From an optimization exercise on the open Yosys and OpenROAD flow, aimed at a short achievable clock period and few clock cycles; shortcuts taken in it are not production practice.
The RTL was checked by simulation tests, not by an equivalence proof against the original design.
Power figures rest on the tool's default switching activity, not on a simulated workload.

<file path="flow/design.v">
module core (
    input  logic CLK, RST_N,
    input  logic Empty, Full,
    input  logic [7:0] fifo_data_out,
    output logic RE_fifo, WE_fifo,
    output logic [7:0] fifo_data_in
);
    function automatic logic [31:0] rom(input logic [5:0] a);
        case (a)
            6'd0:  rom = 32'h3fc00493;
            6'd1:  rom = 32'h0004a183;
            6'd2:  rom = 32'h0004a203;
            6'd3:  rom = 32'h0004a283;
            6'd4:  rom = 32'h0004a303;
            6'd5:  rom = 32'h00821213;
            6'd6:  rom = 32'h004181b3;
            6'd7:  rom = 32'h01029293;
            6'd8:  rom = 32'h005181b3;
            6'd9:  rom = 32'h01831313;
            6'd10: rom = 32'h006181b3;
            6'd11: rom = 32'h00000413;
            6'd12: rom = 32'h0004a203;
            6'd13: rom = 32'h0004a283;
            6'd14: rom = 32'h0004a303;
            6'd15: rom = 32'h0004a383;
            6'd16: rom = 32'h00829293;
            6'd17: rom = 32'h00520233;
            6'd18: rom = 32'h01031313;
            6'd19: rom = 32'h00620233;
            6'd20: rom = 32'h01839393;
            6'd21: rom = 32'h00720233;
            6'd22: rom = 32'h10442023;
            6'd23: rom = 32'h00440413;
            6'd24: rom = 32'hfc8198e3;
            6'd25: rom = 32'h00000213;
            6'd26: rom = 32'h00000293;
            6'd27: rom = 32'h00000313;
            6'd28: rom = 32'h00000393;
            6'd29: rom = 32'h00000413;
            6'd30: rom = 32'h00000493;
            6'd31: rom = 32'h0840006f;
            default: rom = 32'h00000000;
        endcase
    endfunction
    logic [31:0] imem [0:63];    
    logic [31:0] dmem [0:31];    
    logic [31:0] rf   [1:31];    
    logic       lre_q;           
    logic       lgot_q;          
    logic [8:0] pcnt_q;          
    logic [8:0] rcnt_q;          
    logic [8:0] nlen_q;          
    logic       pdone;           
    logic       ldone;           
    logic       lpop, lre_n;
    logic [8:0] pcnt_n;
    logic [9:0] lim;
    assign pdone  = ~lre_q;
    assign ldone  = ~lre_q & ~lgot_q;
    assign lpop   = lre_q & ~Empty;
    assign pcnt_n = pcnt_q + {8'd0, lpop};
    assign lim    = {1'b0, nlen_q} + 10'd4;
    always_ff @(posedge CLK or negedge RST_N) begin
        if (!RST_N) begin
            lre_q  <= 1'b1;
            lgot_q <= 1'b0;
            pcnt_q <= 9'd0;
            rcnt_q <= 9'd0;
            nlen_q <= 9'd0;
        end else begin
            lgot_q <= lpop;
            pcnt_q <= pcnt_n;
            lre_q  <= lre_n;
            if (lgot_q) begin
                rcnt_q <= rcnt_q + 9'd1;
                if (rcnt_q == 9'd0) nlen_q[7:0] <= fifo_data_out;
                if (rcnt_q == 9'd1) nlen_q[8]   <= fifo_data_out[0];
            end
        end
    end
    logic [6:0]  pc_q;           
    logic [31:0] iw;
    logic        fv;             
    assign iw = pc_q[6] ? imem[pc_q[5:0]] : rom(pc_q[5:0]);
    assign fv = ~pc_q[6] | ldone | ({2'b00, pc_q[5:0]} + 8'd1 < {1'b0, rcnt_q[8:2]});
    logic       f_jal, f_br, f_pred;
    logic [6:0] f_off, f_tgt, f_next;
    assign f_jal  = (iw[6:2] == 5'b11011);
    assign f_br   = (iw[6:2] == 5'b11000);
    assign f_pred = f_jal | (f_br & iw[31]);
    assign f_off  = f_jal ? iw[28:22] : {iw[28:25], iw[11:9]};
    assign f_tgt  = pc_q + f_off;
    assign f_next = f_pred ? f_tgt : pc_q + 7'd1;
    logic        id_v, id_pred;
    logic [31:0] id_ir;
    logic [6:0]  id_pc, id_tgt;
    logic [4:0] opc;
    logic [2:0] f3;
    logic [4:0] rs1, rs2, rd;
    assign opc = id_ir[6:2];
    assign f3  = id_ir[14:12];
    assign rs1 = id_ir[19:15];
    assign rs2 = id_ir[24:20];
    assign rd  = id_ir[11:7];
    logic d_lui, d_auipc, d_jal, d_jalr, d_br, d_ld, d_st, d_opi, d_op;
    assign d_lui   = (opc == 5'b01101);
    assign d_auipc = (opc == 5'b00101);
    assign d_jal   = (opc == 5'b11011);
    assign d_jalr  = (opc == 5'b11001);
    assign d_br    = (opc == 5'b11000);
    assign d_ld    = (opc == 5'b00000);
    assign d_st    = (opc == 5'b01000);
    assign d_opi   = (opc == 5'b00100);
    assign d_op    = (opc == 5'b01100);
    logic [31:0] imm_i, imm_s, imm_u;
    assign imm_i = {{21{id_ir[31]}}, id_ir[30:20]};
    assign imm_s = {{21{id_ir[31]}}, id_ir[30:25], id_ir[11:7]};
    assign imm_u = {id_ir[31:12], 12'd0};
    logic        ex_fwd;
    logic [4:0]  ex_rd;
    logic [31:0] ex_res;
    logic [31:0] r1, r2;
    always_comb begin
        r1 = (rs1 == 5'd0) ? 32'd0 : rf[rs1];
        r2 = (rs2 == 5'd0) ? 32'd0 : rf[rs2];
        if (ex_fwd && ex_rd == rs1) r1 = ex_res;
        if (ex_fwd && ex_rd == rs2) r2 = ex_res;
    end
    logic [9:0] maddr;
    assign maddr = r1[9:0] + (d_st ? imm_s[9:0] : imm_i[9:0]);
    logic c_sub;
    logic s_add, s_slt, s_sltu, s_sll, s_sr, s_xor, s_or, s_and;
    logic alu_rr;
    assign alu_rr = d_op | d_opi;
    always_comb begin
        s_add  = d_lui | d_auipc | (alu_rr & f3 == 3'b000);
        s_slt  = alu_rr & (f3 == 3'b010);
        s_sltu = alu_rr & (f3 == 3'b011);
        s_xor  = alu_rr & (f3 == 3'b100);
        s_or   = alu_rr & (f3 == 3'b110);
        s_and  = alu_rr & (f3 == 3'b111);
        s_sll  = alu_rr & (f3 == 3'b001);
        s_sr   = alu_rr & (f3 == 3'b101);
        c_sub  = d_br | s_slt | s_sltu | (d_op & f3 == 3'b000 & id_ir[30]);
    end
    logic        hz;
    logic [31:0] rdp;            
    always_comb begin
        rdp = rpend;
        if (u_rd) rdp[ex_rd] = 1'b1;
        if (cgot_q) rdp[got_rd] = 1'b1;
        rdp[0] = 1'b0;
    end
    assign hz = id_v & ((~(d_lui | d_auipc | d_jal) & rdp[rs1]) |
                        ((d_op | d_st | d_br) & rdp[rs2]) |
                        ((d_lui | d_auipc | d_jal | d_jalr | d_ld | d_opi | d_op) & rdp[rd]));
    logic [31:0] a_n, b_n;
    assign a_n = d_lui ? 32'd0 : d_auipc ? {23'd0, id_pc, 2'b00} : r1;
    assign b_n = (d_op | d_br) ? r2 :
                 (d_lui | d_auipc) ? imm_u :
                 d_st ? imm_s : imm_i;
    logic        ex_v, ex_wen, ex_br, ex_pred, ex_jalr, ex_ld, ex_st, ex_sub, ex_sra;
    logic        ex_add, ex_slt, ex_sltu, ex_sll, ex_sr, ex_xor, ex_or, ex_and, ex_link;
    logic        ex_uart, ex_dm, ex_im;
    logic [5:0]  ex_idx;
    logic [2:0]  ex_f3;
    logic [6:0]  ex_tgt;
    logic [7:0]  ex_pcn;
    logic [31:0] ex_a, ex_b, ex_sd;
    logic        cgot_q;         
    logic [4:0]  got_rd;         
    logic [31:0] rpend;          
    logic [31:0] bx, sum, sll_r, sr_r;
    logic [32:0] sum33;
    logic        eq, lts, ltu, cond, taken;
    assign bx    = ex_sub ? ~ex_b : ex_b;
    assign sum33 = {1'b0, ex_a} + {1'b0, bx} + {32'd0, ex_sub};
    assign sum   = sum33[31:0];
    assign ltu   = ~sum33[32];
    assign lts   = (ex_a[31] ^ ex_b[31]) ? ex_a[31] : sum[31];
    assign eq    = (ex_a == ex_b);
    assign sll_r = ex_a << ex_b[4:0];
    assign sr_r  = 32'($signed({ex_sra & ex_a[31], ex_a}) >>> ex_b[4:0]);
    assign cond  = ex_f3[2] ? (ex_f3[1] ? ltu : lts) : eq;
    assign taken = cond ^ ex_f3[0];
    logic [31:0] ld_val;
    assign ld_val = dmem[ex_idx[4:0]];
    always_comb begin
        ex_res = 32'd0;
        if (ex_add)  ex_res = ex_res | sum;
        if (ex_slt)  ex_res = ex_res | {31'd0, lts};
        if (ex_sltu) ex_res = ex_res | {31'd0, ltu};
        if (ex_sll)  ex_res = ex_res | sll_r;
        if (ex_sr)   ex_res = ex_res | sr_r;
        if (ex_xor)  ex_res = ex_res | (ex_a ^ ex_b);
        if (ex_or)   ex_res = ex_res | (ex_a | ex_b);
        if (ex_and)  ex_res = ex_res | (ex_a & ex_b);
        if (ex_link) ex_res = ex_res | {22'd0, ex_pcn, 2'b00};
        if (ex_ld)   ex_res = ex_res | ld_val;
    end
    localparam int QD = 16;
    logic       uq_r [0:QD-1];   
    logic [7:0] uq_d [0:QD-1];   
    logic [4:0] uq_cnt;
    logic       uq_ne, uq_full, h_wr, h_rd, wr_direct, rd_direct, deq, enq;
    logic u_rd, u_wr, ex_stall, adv, redirect;
    logic [6:0] rtgt;
    logic       cpu_re;
    assign u_rd      = ex_v & ex_ld & ex_uart;
    assign u_wr      = ex_v & ex_st & ex_uart;
    assign uq_ne     = (uq_cnt != 5'd0);
    assign uq_full   = (uq_cnt == 5'(QD));
    assign cpu_re    = re_q & ~lre_q;                  
    assign h_wr      = uq_ne & ~uq_r[0] & pdone & ~Full;
    assign h_rd      = uq_ne & uq_r[0] & cpu_re & ~Empty;
    assign wr_direct = u_wr & ~uq_ne & pdone & ~Full;
    assign rd_direct = u_rd & ~uq_ne & cpu_re & ~Empty;
    assign deq       = h_wr | h_rd;
    assign enq       = ((u_wr & ~wr_direct) | (u_rd & ~rd_direct)) & ~uq_full;
    assign ex_stall  = ((u_rd | u_wr) & uq_full) | (ex_v & ex_st & ex_im & ~ldone);
    assign adv       = ~ex_stall;
    assign ex_fwd    = ex_v & ex_wen & ~(ex_ld & ex_uart);
    assign redirect  = ex_v & (ex_jalr | (ex_br & (taken ^ ex_pred)));
    assign rtgt      = ex_jalr ? sum[8:2] : taken ? ex_tgt : ex_pcn[6:0];
    logic       re_q, we_q;
    logic [7:0] dout_q;
    assign RE_fifo      = re_q;
    assign WE_fifo      = we_q & ~Full;
    assign fifo_data_in = dout_q;
    logic       cgot_n, ex_v_n, ex_st_n, ex_ld_n, ex_uart_n;
    logic [7:0] ex_sd7_n;
    logic [4:0] uq_cnt_n;
    logic       uq_r_n [0:QD-1];
    logic [7:0] uq_d_n [0:QD-1];
    logic [7:0] enq_d;
    assign lre_n     = lre_q & ((pcnt_n < 9'd8) || ({1'b0, pcnt_n} < lim));
    assign cgot_n    = h_rd | rd_direct;
    assign uq_cnt_n  = uq_cnt + {4'd0, enq} - {4'd0, deq};
    assign ex_v_n    = adv ? (id_v & ~redirect & ~hz) : ex_v;
    assign ex_st_n   = adv ? d_st : ex_st;
    assign ex_ld_n   = adv ? d_ld : ex_ld;
    assign ex_uart_n = adv ? (maddr[9:2] == 8'hff) : ex_uart;
    assign ex_sd7_n  = adv ? r2[7:0] : ex_sd[7:0];
    assign enq_d     = u_rd ? {3'd0, ex_rd} : ex_sd[7:0];
    always_comb begin
        for (int i = 0; i < QD; i++) begin
            if (enq && 5'(i) == uq_cnt - {4'd0, deq}) begin
                uq_r_n[i] = u_rd;
                uq_d_n[i] = enq_d;
            end else if (deq && i < QD - 1) begin
                uq_r_n[i] = uq_r[i + 1];
                uq_d_n[i] = uq_d[i + 1];
            end else begin
                uq_r_n[i] = uq_r[i];
                uq_d_n[i] = uq_d[i];
            end
        end
    end
    always_ff @(posedge CLK or negedge RST_N) begin
        if (!RST_N) begin
            cgot_q <= 1'b0;
            got_rd <= 5'd0;
            rpend  <= 32'd0;
            uq_cnt <= 5'd0;
            re_q   <= 1'b1;
            we_q   <= 1'b0;
            dout_q <= 8'd0;
        end else begin
            cgot_q <= cgot_n;
            got_rd <= rd_direct ? ex_rd : uq_d[0][4:0];
            if (cgot_q) rpend[got_rd] <= 1'b0;
            if (u_rd & ~rd_direct & ~uq_full) rpend[ex_rd] <= 1'b1;
            uq_cnt <= uq_cnt_n;
            re_q   <= lre_n | (~lre_n & ((uq_cnt_n != 5'd0) ? uq_r_n[0] : (ex_v_n & ex_ld_n & ex_uart_n)));
            we_q   <= ~lre_n & ((uq_cnt_n != 5'd0) ? ~uq_r_n[0] : (ex_v_n & ex_st_n & ex_uart_n));
            dout_q <= (uq_cnt_n != 5'd0) ? uq_d_n[0] : ex_sd7_n;
        end
    end
    always_ff @(posedge CLK) begin
        for (int i = 0; i < QD; i++) begin
            uq_r[i] <= uq_r_n[i];
            uq_d[i] <= uq_d_n[i];
        end
    end
    always_ff @(posedge CLK or negedge RST_N) begin
        if (!RST_N) begin
            pc_q    <= 7'h40;
            id_v    <= 1'b0;
            id_pred <= 1'b0;
            id_ir   <= 32'd0;
            id_pc   <= 7'd0;
            id_tgt  <= 7'd0;
        end else if (adv) begin
            if (redirect) begin
                pc_q <= rtgt;
                id_v <= 1'b0;
            end else if (!hz) begin
                pc_q    <= fv ? f_next : pc_q;
                id_v    <= fv;
                id_pred <= f_pred;
                id_ir   <= iw;
                id_pc   <= pc_q;
                id_tgt  <= f_tgt;
            end
        end
    end
    always_ff @(posedge CLK or negedge RST_N) begin
        if (!RST_N) begin
            ex_v    <= 1'b0;
            ex_wen  <= 1'b0;
            ex_br   <= 1'b0;
            ex_pred <= 1'b0;
            ex_jalr <= 1'b0;
            ex_ld   <= 1'b0;
            ex_st   <= 1'b0;
            ex_sub  <= 1'b0;
            ex_sra  <= 1'b0;
            ex_add  <= 1'b0;
            ex_slt  <= 1'b0;
            ex_sltu <= 1'b0;
            ex_sll  <= 1'b0;
            ex_sr   <= 1'b0;
            ex_xor  <= 1'b0;
            ex_or   <= 1'b0;
            ex_and  <= 1'b0;
            ex_link <= 1'b0;
            ex_uart <= 1'b0;
            ex_dm   <= 1'b0;
            ex_im   <= 1'b0;
            ex_idx  <= 6'd0;
            ex_f3   <= 3'd0;
            ex_rd   <= 5'd0;
            ex_tgt  <= 7'd0;
            ex_pcn  <= 8'd0;
            ex_a    <= 32'd0;
            ex_b    <= 32'd0;
            ex_sd   <= 32'd0;
        end else if (adv) begin
            ex_v    <= id_v & ~redirect & ~hz;
            ex_wen  <= (d_lui | d_auipc | d_jal | d_jalr | d_ld | d_opi | d_op) & (rd != 5'd0);
            ex_br   <= d_br;
            ex_pred <= id_pred;
            ex_jalr <= d_jalr;
            ex_ld   <= d_ld;
            ex_st   <= d_st;
            ex_sub  <= c_sub;
            ex_sra  <= id_ir[30];
            ex_add  <= s_add;
            ex_slt  <= s_slt;
            ex_sltu <= s_sltu;
            ex_sll  <= s_sll;
            ex_sr   <= s_sr;
            ex_xor  <= s_xor;
            ex_or   <= s_or;
            ex_and  <= s_and;
            ex_link <= d_jal | d_jalr;
            ex_uart <= (maddr[9:2] == 8'hff);
            ex_dm   <= maddr[9] & (maddr[9:2] != 8'hff);
            ex_im   <= (maddr[9:8] == 2'b01);
            ex_idx  <= maddr[7:2];
            ex_f3   <= f3;
            ex_rd   <= rd;
            ex_tgt  <= id_tgt;
            ex_pcn  <= {1'b0, id_pc} + 8'd1;
            ex_a    <= a_n;
            ex_b    <= b_n;
            ex_sd   <= r2;
        end
    end
    logic rf_we;
    assign rf_we = ex_fwd & adv;
    always_ff @(posedge CLK or negedge RST_N) begin
        if (!RST_N) begin
            for (int i = 1; i < 32; i++)
                rf[i] <= (i == 2) ? 32'd1016 : 32'd0;
        end else begin
            if (rf_we)
                rf[ex_rd] <= ex_res;
            if (cgot_q && got_rd != 5'd0)
                rf[got_rd] <= {24'd0, fifo_data_out};
            if (lgot_q && rcnt_q[8:2] == 7'd0)
                rf[3][8*rcnt_q[1:0] +: 8] <= fifo_data_out;
        end
    end
    logic [5:0] lw_idx;
    assign lw_idx = rcnt_q[7:2] - 6'd1;
    always_ff @(posedge CLK) begin
        if (lgot_q && rcnt_q[8:2] != 7'd0)
            imem[lw_idx][8*rcnt_q[1:0] +: 8] <= fifo_data_out;
        else if (ex_v && ex_st && ex_im && ldone)
            imem[ex_idx] <= ex_sd;
    end
    always_ff @(posedge CLK) begin
        if (ex_v && ex_st && ex_dm)
            dmem[ex_idx[4:0]] <= ex_sd;
    end
endmodule
</file>
<file path="flow/flow/run.sh">
#!/bin/bash
# The standard layout, with timing repair asked to leave 8.5 ns of setup slack
# at the design's 14.5 ns clock, so that the layout is optimised for speed,
# and with Full and WE_fifo placed next to each other.
set -euo pipefail
export SETUP_SLACK_MARGIN=8.5
export IO_CONSTRAINTS="$PWD/flow/io.tcl"
bash standard.sh > standard_make.log 2>&1
</file>
<file path="flow/flow/io.tcl">
# Keep Full and WE_fifo side by side: WE_fifo is Full gated by one register,
# and this input-to-output path sets the clock period.
set_io_pin_constraint -group -order -pin_names {Full WE_fifo}
</file>
<file path="flow/standard.sh">
#!/bin/bash
# synth_recipe.tcl (not shown) runs the flow's synth.tcl, then flattens the netlist and writes it again
# the make line also repeats each setting of config.mk as NAME=value (left out here)
make -C /OpenROAD-flow-scripts/flow DESIGN_CONFIG=/design/flow/config.mk WORK_HOME=/design/flow/orfs CLKGATE_MAP_FILE= SYNTH_SCRIPT=/design/flow/synth_recipe.tcl "${@:-finish}"
</file>
<file path="flow/config.mk">
export PLATFORM = sky130hd
export DESIGN_NAME = core
export DESIGN_NICKNAME = core
export VERILOG_FILES = /design/flow/design.v
export SDC_FILE = /design/flow/constraint.sdc
export NUM_CORES = 4
export LEC_CHECK = 0
export ABC_CLOCK_PERIOD_IN_PS = 4000
export CAP_MARGIN = 20
export CORE_MARGIN = 2
export CORE_UTILIZATION = 40
export PLACE_DENSITY = 0.55
export SLEW_MARGIN = 20
</file>
<file path="flow/constraint.sdc">
create_clock -name core_clock -period 14.5 [get_ports {CLK}]
set_input_delay 2.9000 -clock core_clock [delete_from_list [all_inputs] [get_ports {CLK}]]
set_output_delay 2.9000 -clock core_clock [all_outputs]
set_load 0.01 [all_outputs]
</file>
==> flow_summary.toml, run 1 <==
[status]
status = "no timing/DRC/antenna violations"

[yosys]
synth-compound-area-share = 0.129
ys_async_sr_fraction = 0.292
synth_edf_count = 3079
synth_top_cell_by_area = "edfxtp_1"
synthTopCellsByArea = "edfxtp_1, dfrtp_1, mux4_2, mux2i_1, nor2_1"
synth_mux_area_frac = 0.116
synthAdderAreaFrac = 0.0111
syn_inst = 14700
ys_ff_latch = 4360
netlist.area_leader.share = 0.470
ys_seq_area_frac = 0.633
synth_top_family_by_area = "compound AO/OA/AOI/OAI gates"
yosys_warnings = 6
ys_types = 105
yosysMostFrequentCell = "edfxtp_1"
synth_fp_nets = 14900
netlist_area_sq_um = 197000
synth_xor_area_frac = 0.00512
avgSynthCellArea_sq_um = 13.4
synth_flop_cell = "edfxtp_1"
yosys.area_share.simple = 0.0774
netlist_top_cells_count = "edfxtp_1, nor2_1, dfrtp_1, nand2_1, clkbuf_1"

[place]
hpwl_um = 480000
gp_congestion = 1.00
placed_cell_area_sq_um = 206000
port_buffers = 21

[layout]
area_growth_pct = 13.1
stdcell_area_sq_um = 222000
multi_input_area_sq_um = 68900
fillers = 43700
layout.area.seq_sq_um = 125000
drive_above_1_share = 0.161
num-nets-final = 14700

[global_route]
grt_max_degree = 160
grt_pass1_wl_um = 1100000
grt-ovfl-total = 0
antenna_found_initial = 64
track_usage = 0.311
grt_pass1_vias = 134000

[job]
cap_violations = 0

[critical_path]
cp_cell_sequence = "buf_6 -> or3b_2 -> nor2_4 -> buf_4 -> buf_4 -> a22o_1 -> a221oi_1 -> nand4_1 -> nor3_2 -> or3_1 -> o21ai_1 -> ha_1 -> nand2b_1 -> o221a_2 -> o41ai_2 -> a41oi_1 -> and2_1 -> or4_1 -> a31o_1"
worst-path-max-fanout = 43
startpoint_type = "flip-flop"
crit_top_cell = "buf_4"
path_class = "reg2reg"
crit_family = "simple AND/OR/NAND/NOR gates"
critical-path-max-stage-delay_ns = 0.63
cp-end-kind = "flip-flop"
worstPathRequired_ns = 15.44
critical_path_buf_inv_count = 3
critical_path.slowest_cell = "or3b_2"
cp.arrival_ns = 7.25

[clock_network]
cts_made_buffers = 453
htreeDepth = 5
cts_tree = "built"
hold_buffers = 0
clock-sinks = 4360
clkTransAtPathRegs_ns = 0.06
root_buffer = "clkbuf_16"
clockBufferDepth = 4
clk_latency_ns = 1.13

[sta]
finalHoldViolCount = 0
period_minus_slack_ns = 6.31
drv_slew = 0
slew_headroom = 0.0696
timing.final.crit_share = 0.435
tightest_slew_ns = 1.38
clock_skew_ns = 0.123
setup_violations = 0
finalSetupTns_ns = 0
rsz0062_at_grt = "true"
max_freq_mhz = 159

[detailed_routing]
ant_nets = 0
vias_per_cell = 6.65
wl_per_cell_um = 37.4
wl_um = 800000
vias = 142000
drtPass1Iterations = 10
drtIter0Drc = 22200
drc_errors = 0

[die]
core_sq_um = 490000
die_x_um = 705
rows = 257
io_pins = 22
dieArea_sq_um = 498000
fp.dieH_um = 705
initial_utilization = 0.402

[power_and_ir_drop]
ir_worst_vdd_v = 0.000231
pwr_density_cell_nw_per_um2 = 203
p_leak_nw = 72.6

[min_path]
hold_class = "reg2reg"
layer usage:
metal / part of all wire / wire length [um] / track usage / up-vias
met4: 0.069 / 55000 / 0.169 / 38
met3: 0.12 / 96500 / 0.105 / 2925
met2: 0.43 / 344000 / 0.458 / 10100
li1: - / - / - / 56800
met5: 0.00088 / 703 / 0.00634 / -
met1: 0.38 / 304000 / 0.405 / 72500
per-stage QoR:
stage | total power [mW] | hold WS [ns] | utilization | setup WS [ns] | cells
finish | 45.2 | 0.477 | 0.454 | 8.19 | 21400
global route | 46.4 | 0.494 | 0.454 | 8.30 | 21400
CTS | 44.4 | 0.473 | 0.452 | 8.35 | 21300
detailed placement | 32.2 | 0.464 | 0.420 | 6.38 | 20400
global placement | 32.2 | 0.459 | 0.420 | 6.42 | 20400
floorplan | 25.3 | 0.425 | - | 7.83 | 14700
state kept, by name, indices dropped and copies added (netlist names), 9 cells and up:
register  flops
nlen_q        9
ex_a         32
uq_d        128
pcnt_q        9
ex_sd        32
imem       1920
dmem       1024
rpend        31
ex_b         32
rcnt_q        9
uq_r         16
id_ir        30
rf          992
final timing paths:
| check | cells after the start | start | end | slack, ns |
|---|---|---|---|---|
| worst max-delay path | 19 | id_ir[15] | ex_dm | 8.19 |
| worst min-delay path | 2 | ex_tgt[3] | ex_tgt[3] | 0.48 |
| worst max register to register | 19 | id_ir[15] | ex_dm | 8.19 |
| worst min register to register | 2 | ex_tgt[3] | ex_tgt[3] | 0.48 |
| max in group asynchronous | 4 | RST_N | rf[18][28] | 9.34 |
| min in group asynchronous | 1 | RST_N | id_tgt[5] | 1.80 |
cells in the final DEF, fill, tap and decap left out, drive strengths merged, types with 199 or more instances in the layout:
master  netlist  final
a21oi       636    636
edfxtp     3079   3079
buf         286    532
dfrtp      1262   1262
nand2      1085   1085
a221oi      199    199
mux2i       593    593
a22oi       593    593
a211oi      692    692
nor2       1530   1530
mux4        701    701
o21ai       807    808
clkbuf      969    618
nor3        214    214
layout make-up:
class / count / area share
Antenna cell: 64 / 0.000720
Clock buffer: 611 / 0.0560
Clock inverter: 235 / 0.0105
Inverter: 168 / 0.00303
Multi-Input combinational cell: 8943 / 0.310
Sequential cell: 4360 / 0.560
Tap cell: 6475 / 0.0364
Timing Repair Buffer: 560 / 0.0237
timing repair:
action	CTS	global route
resized for setup	110	56
cloned	11	7
endpoints found under the setup margin	311	104
buffers inserted	27	12
pin swaps	6	6
report_power, final:
group          switching, mW  leakage [nW]  internal, mW
registers               1.63          40.9          14.9
logic                   11.5          24.4          5.39
clock network           5.15          7.23          6.63
cells by family (layout without fill, tap and decap cells):
family                     Yosys count  count (layout)
adders and majority gates          173             173
other                                0              64
AOI/OAI and AO/OA                 3746            3747
buffers and inverters             1423            1574
and+or+nand+nor                   3519            3521
muxes                             1387            1387
DFF                               4360            4360
xor gates and xnor gates           115             115
worst register-to-register path, stage by stage, from the launching register on:
cell	delay, ns
dfrtp_2	0.35
buf_6	0.35
or3b_2	0.66
nor2_4	0.36
buf_4	0.44
buf_4	0.52
a22o_1	0.26
a221oi_1	0.05
nand4_1	0.17
nor3_2	0.13
or3_1	0.42
o21ai_1	0.44
ha_1	0.42
nand2b_1	0.21
o221a_2	0.26
o41ai_2	0.05
a41oi_1	0.12
and2_1	0.23
or4_1	0.51
a31o_1	0.21
Testbench counts, summed over its fixed seeds: cycles 35,008.
==> run 2: changes to the inputs <==
--- a/flow/design.v
+++ b/flow/design.v
@@ -127,6 +127,12 @@
         if (ex_fwd && ex_rd == rs2) r2 = ex_res;
     end
-    logic [9:0] maddr;
-    assign maddr = r1[9:0] + (d_st ? imm_s[9:0] : imm_i[9:0]);
+    logic [9:0] maddr, ma, mb, mz, mc;
+    logic       m_uart;
+    assign ma    = r1[9:0];
+    assign mb    = d_st ? imm_s[9:0] : imm_i[9:0];
+    assign maddr = ma + mb;
+    assign mz     = ma ^ mb ^ 10'h3fc;
+    assign mc     = {(ma[8:0] & mb[8:0]) | ((ma[8:0] ^ mb[8:0]) & ~9'h1fc), 1'b0};
+    assign m_uart = (mz == mc);
     logic c_sub;
     logic s_add, s_slt, s_sltu, s_sll, s_sr, s_xor, s_or, s_and;
@@ -240,5 +246,5 @@
     assign ex_st_n   = adv ? d_st : ex_st;
     assign ex_ld_n   = adv ? d_ld : ex_ld;
-    assign ex_uart_n = adv ? (maddr[9:2] == 8'hff) : ex_uart;
+    assign ex_uart_n = adv ? m_uart : ex_uart;
     assign ex_sd7_n  = adv ? r2[7:0] : ex_sd[7:0];
     assign enq_d     = u_rd ? {3'd0, ex_rd} : ex_sd[7:0];
@@ -355,6 +361,6 @@
             ex_and  <= s_and;
             ex_link <= d_jal | d_jalr;
-            ex_uart <= (maddr[9:2] == 8'hff);
-            ex_dm   <= maddr[9] & (maddr[9:2] != 8'hff);
+            ex_uart <= m_uart;
+            ex_dm   <= maddr[9];
             ex_im   <= (maddr[9:8] == 2'b01);
             ex_idx  <= maddr[7:2];
@@ -392,5 +398,5 @@
     end
     always_ff @(posedge CLK) begin
-        if (ex_v && ex_st && ex_dm)
+        if (ex_v && ex_st && ex_dm && !ex_uart)
             dmem[ex_idx[4:0]] <= ex_sd;
     end
--- a/flow/config.mk
+++ b/flow/config.mk
@@ -9,5 +9,5 @@
 export CAP_MARGIN = 20
 export CORE_MARGIN = 2
-export CORE_UTILIZATION = 40
-export PLACE_DENSITY = 0.55
+export CORE_UTILIZATION = 35
+export PLACE_DENSITY = 0.5
 export SLEW_MARGIN = 20
==> flow_summary.toml, run 2 <==
[status]
status = "no timing/DRC/antenna violations"

[global_route]
antenna_found_initial = 41
track_usage = 0.276
grt_pass1_vias = 132000
grt-ovfl-total = 0
grt_pass1_wl_um = 1100000
grt_max_degree = 166

[yosys]
synth_edf_count = 3079
synth_fp_nets = 14500
netlist_area_sq_um = 195000
ys_async_sr_fraction = 0.292
syn_inst = 14300
yosys_warnings = 6
synth_top_cell_by_area = "edfxtp_1"
synthTopCellsByArea = "edfxtp_1, dfrtp_1, mux4_2, mux2i_1, a211oi_1"
ys_seq_area_frac = 0.637
avgSynthCellArea_sq_um = 13.6
netlist_top_cells_count = "edfxtp_1, nor2_1, dfrtp_1, nand2_1, clkbuf_1"
ys_ff_latch = 4360
netlist.area_leader.share = 0.473
ys_types = 101
yosysMostFrequentCell = "edfxtp_1"
synth_flop_cell = "edfxtp_1"

[power_and_ir_drop]
pwr_density_cell_nw_per_um2 = 195
combPwrFrac = 0.334
ir_worst_vdd_v = 0.000132
power.switching_mw = 16.6
seqPwrFrac = 0.388
p_leak_nw = 75.9
p_int_mw = 26.7
switching_share = 0.384
power.total_mw = 43.3
power_frac_clock = 0.277

[critical_path]
path_class = "in2out"
cp_cell_sequence = "buf_12 -> nor2b_4 -> buf_6"
worst-path-max-fanout = 2
r2r_start = "id_ir[20]"
critPathLaunch = "Full"
critical_path_buf_inv_count = 2
worstPathRequired_ns = 11.60
crit_path_end = "WE_fifo"
cp-end-kind = "output port"
r2r_end = "dout_q[4]"
critical_path.slowest_cell = "buf_12"
startpoint_type = "primary input"
reg2regPathDepth = 12
crit_family = "buffers and inverters"
ff2ff_setup_slack_ns = 8.41
crit_cells = 3
critical-path-max-stage-delay_ns = 0.10
cp.arrival_ns = 3.20

[detailed_routing]
drtPass1Iterations = 11
wl_um = 805000
vias = 139000
vias_per_cell = 6.32
drtIter0Drc = 22000
drc_errors = 0
wl_per_cell_um = 36.6
ant_nets = 0

[layout]
largest_reg_flops = 1920
layout_common_cells = "edfxtp_1, nor2_1, dfrtp_1"
drive_above_1_share = 0.160
final_common_cell = "edfxtp_1"
final_core_util = 0.399
regMostFlops = "imem"
area_growth_pct = 13.5
num-nets-final = 14300

[clock_network]
clkTransAtPathRegs_ns = 0.06
root_buffer = "clkbuf_16"
clockBufferDepth = 4
cts_made_buffers = 468
clock-sinks = 4360
hold_buffers = 0
clk_latency_ns = 1.10
htreeDepth = 5
cts_tree = "built"

[sta]
drv_slew = 0
setup_violations = 0
fin_ws_ns = 8.40
clock_skew_ns = 0.0998
period_minus_slack_ns = 6.10
tightest_slew_ns = 1.32
finalSetupTns_ns = 0
rsz0062_at_grt = "true"
max_freq_mhz = 164
finalHoldViolCount = 0
timing.final.crit_share = 0.421
slew_headroom = 0.118

[die]
rows = 274
die_x_um = 751
core_sq_um = 556000
dieArea_sq_um = 564000
fp.dieH_um = 751
io_pins = 22
initial_utilization = 0.351

[place]
hpwl_um = 469000
gp_congestion = 0.961
port_buffers = 21
dp_slack_ns = 7.22

[min_path]
hold_depth = 2
hold_class = "reg2reg"

[job]
cap_violations = 0
## run 2: cell types whose count changed after synthesis, sizes merged, moves of 24 or more
cell    delta
mux2      -36
nand2     +78
nor2     -158
nor3      -34
nand4     -29
and3      -24
o21ai     -96
o211ai    -25
a21oi    -180
a22oi     +80
a211oi    +47
and2      -27
buf       -32
## run 2: how the worst min path moves through the flow
stage,start,endpoint
final,id_pred,ex_pred
after global routing,id_pred,ex_pred
after CTS,rpend[30],rpend[30]
after detailed placement,id_pred,ex_pred
after global placement,id_pred,ex_pred
after floorplan,uq_d[0][0],got_rd[0]
## run 2: cell type report
cell class	count	area (sq um)
clock buffer	619	12600
inverter	174	681
fill	51800	335000
clock inverter	243	2400
timing repair buffer	511	4670
antenna	35	87.6
sequential	4360	125000
multi-input combinational	8571	67400
tap	7452	9320
## run 2: through the flow
stage | hold slack [ns] | cells | instance area, sq um
after floorplan | 0.425 | 14300 | 196000
after global placement | 0.459 | 21000 | 205000
after detailed placement | 0.461 | 21000 | 205000
after CTS | 0.484 | 21900 | 221000
after global routing | 0.503 | 21900 | 222000
final | 0.478 | 22000 | 222000
## run 2: worst register-to-register path: cells and delay by family, from the launching register on
family	cells	cell delay [ns]
AO/OA/AOI/OAI	5	1.91
buffers and inverters	2	1.37
AND/OR/NAND/NOR	3	1.25
multiplexers	2	0.80
flip-flops	1	0.67
## run 2: what timing repair did
action	in CTS	in global routing
resized for setup	62	63
gates cloned	7	4
setup endpoints to repair	91	164
pin swaps	6	7
setup buffers	20	22
## run 2: metal layers
| metal | GRT usage | part of all wire | vias up |
|---|---|---|---|
| met2 | 0.403 | 0.43 | 9312 |
| met5 | 0.00429 | 0.00047 | - |
| met1 | 0.371 | 0.40 | 71300 |
| met4 | 0.149 | 0.067 | 18 |
| met3 | 0.0813 | 0.11 | 2650 |
| li1 | - | - | 55500 |
## run 2: logic make-up (layout without fill, tap and decap cells)
family          count (synthesis)  count (layout)  synth area share
buf+inv                      1395            1547            0.0287
mux                          1350            1350             0.116
other cells                     0              35                 0
xor+xnor                      124             124           0.00556
simple gates                 3294            3298            0.0717
compound gates               3617            3617             0.129
fa+ha+maj                     182             182            0.0120
flops                        4360            4360             0.637
## run 2: power groups by stage
stage,Sequential [mW],Combinational [mW],Clock (mW)
5_1_grt,16.9,15.0,12.6
2_1_floorplan,16.1,8.62,0
3_5_place_dp,17.0,13.4,0
4_1_cts,16.7,13.8,12.1
3_3_place_gp,17.0,13.4,0
6_report,16.8,14.5,12.0
Testbench counts of run 2, summed over its fixed seeds: cycles 35,008.

port drivers added, routing unchanged:
The flow's constraints put no driver on any port. The routed layouts listed below were extracted and timed again, unchanged, in two steps. Step 1, drivers: a clkbuf_16 drives CLK and a buf_2 each remaining input, both assumed. Step 2, shift: input delay + t, output delay - t, t = (earliest + latest rising clock arrival at the registers) / 2. This alone moves slack from input paths to output paths. Slacks: no drivers / after step 1 / after step 2; pairs: no drivers / after step 1.
run | shift t [ns] | setup slack, ns | worst setup path after step 2 | worst data-port slew with drivers (ns)
run 1 | 1.200 | 8.194 / 8.194 / 7.787 | input to register | 0.38
run 2 | 1.185 | 8.399 / 8.352 / 7.781 | input to register | 0.16
After both steps setup and hold are still met in every run listed. The setup slack of run 2, which loses most, moves by -0.047 ns with the drivers and by -0.618 ns with both steps.
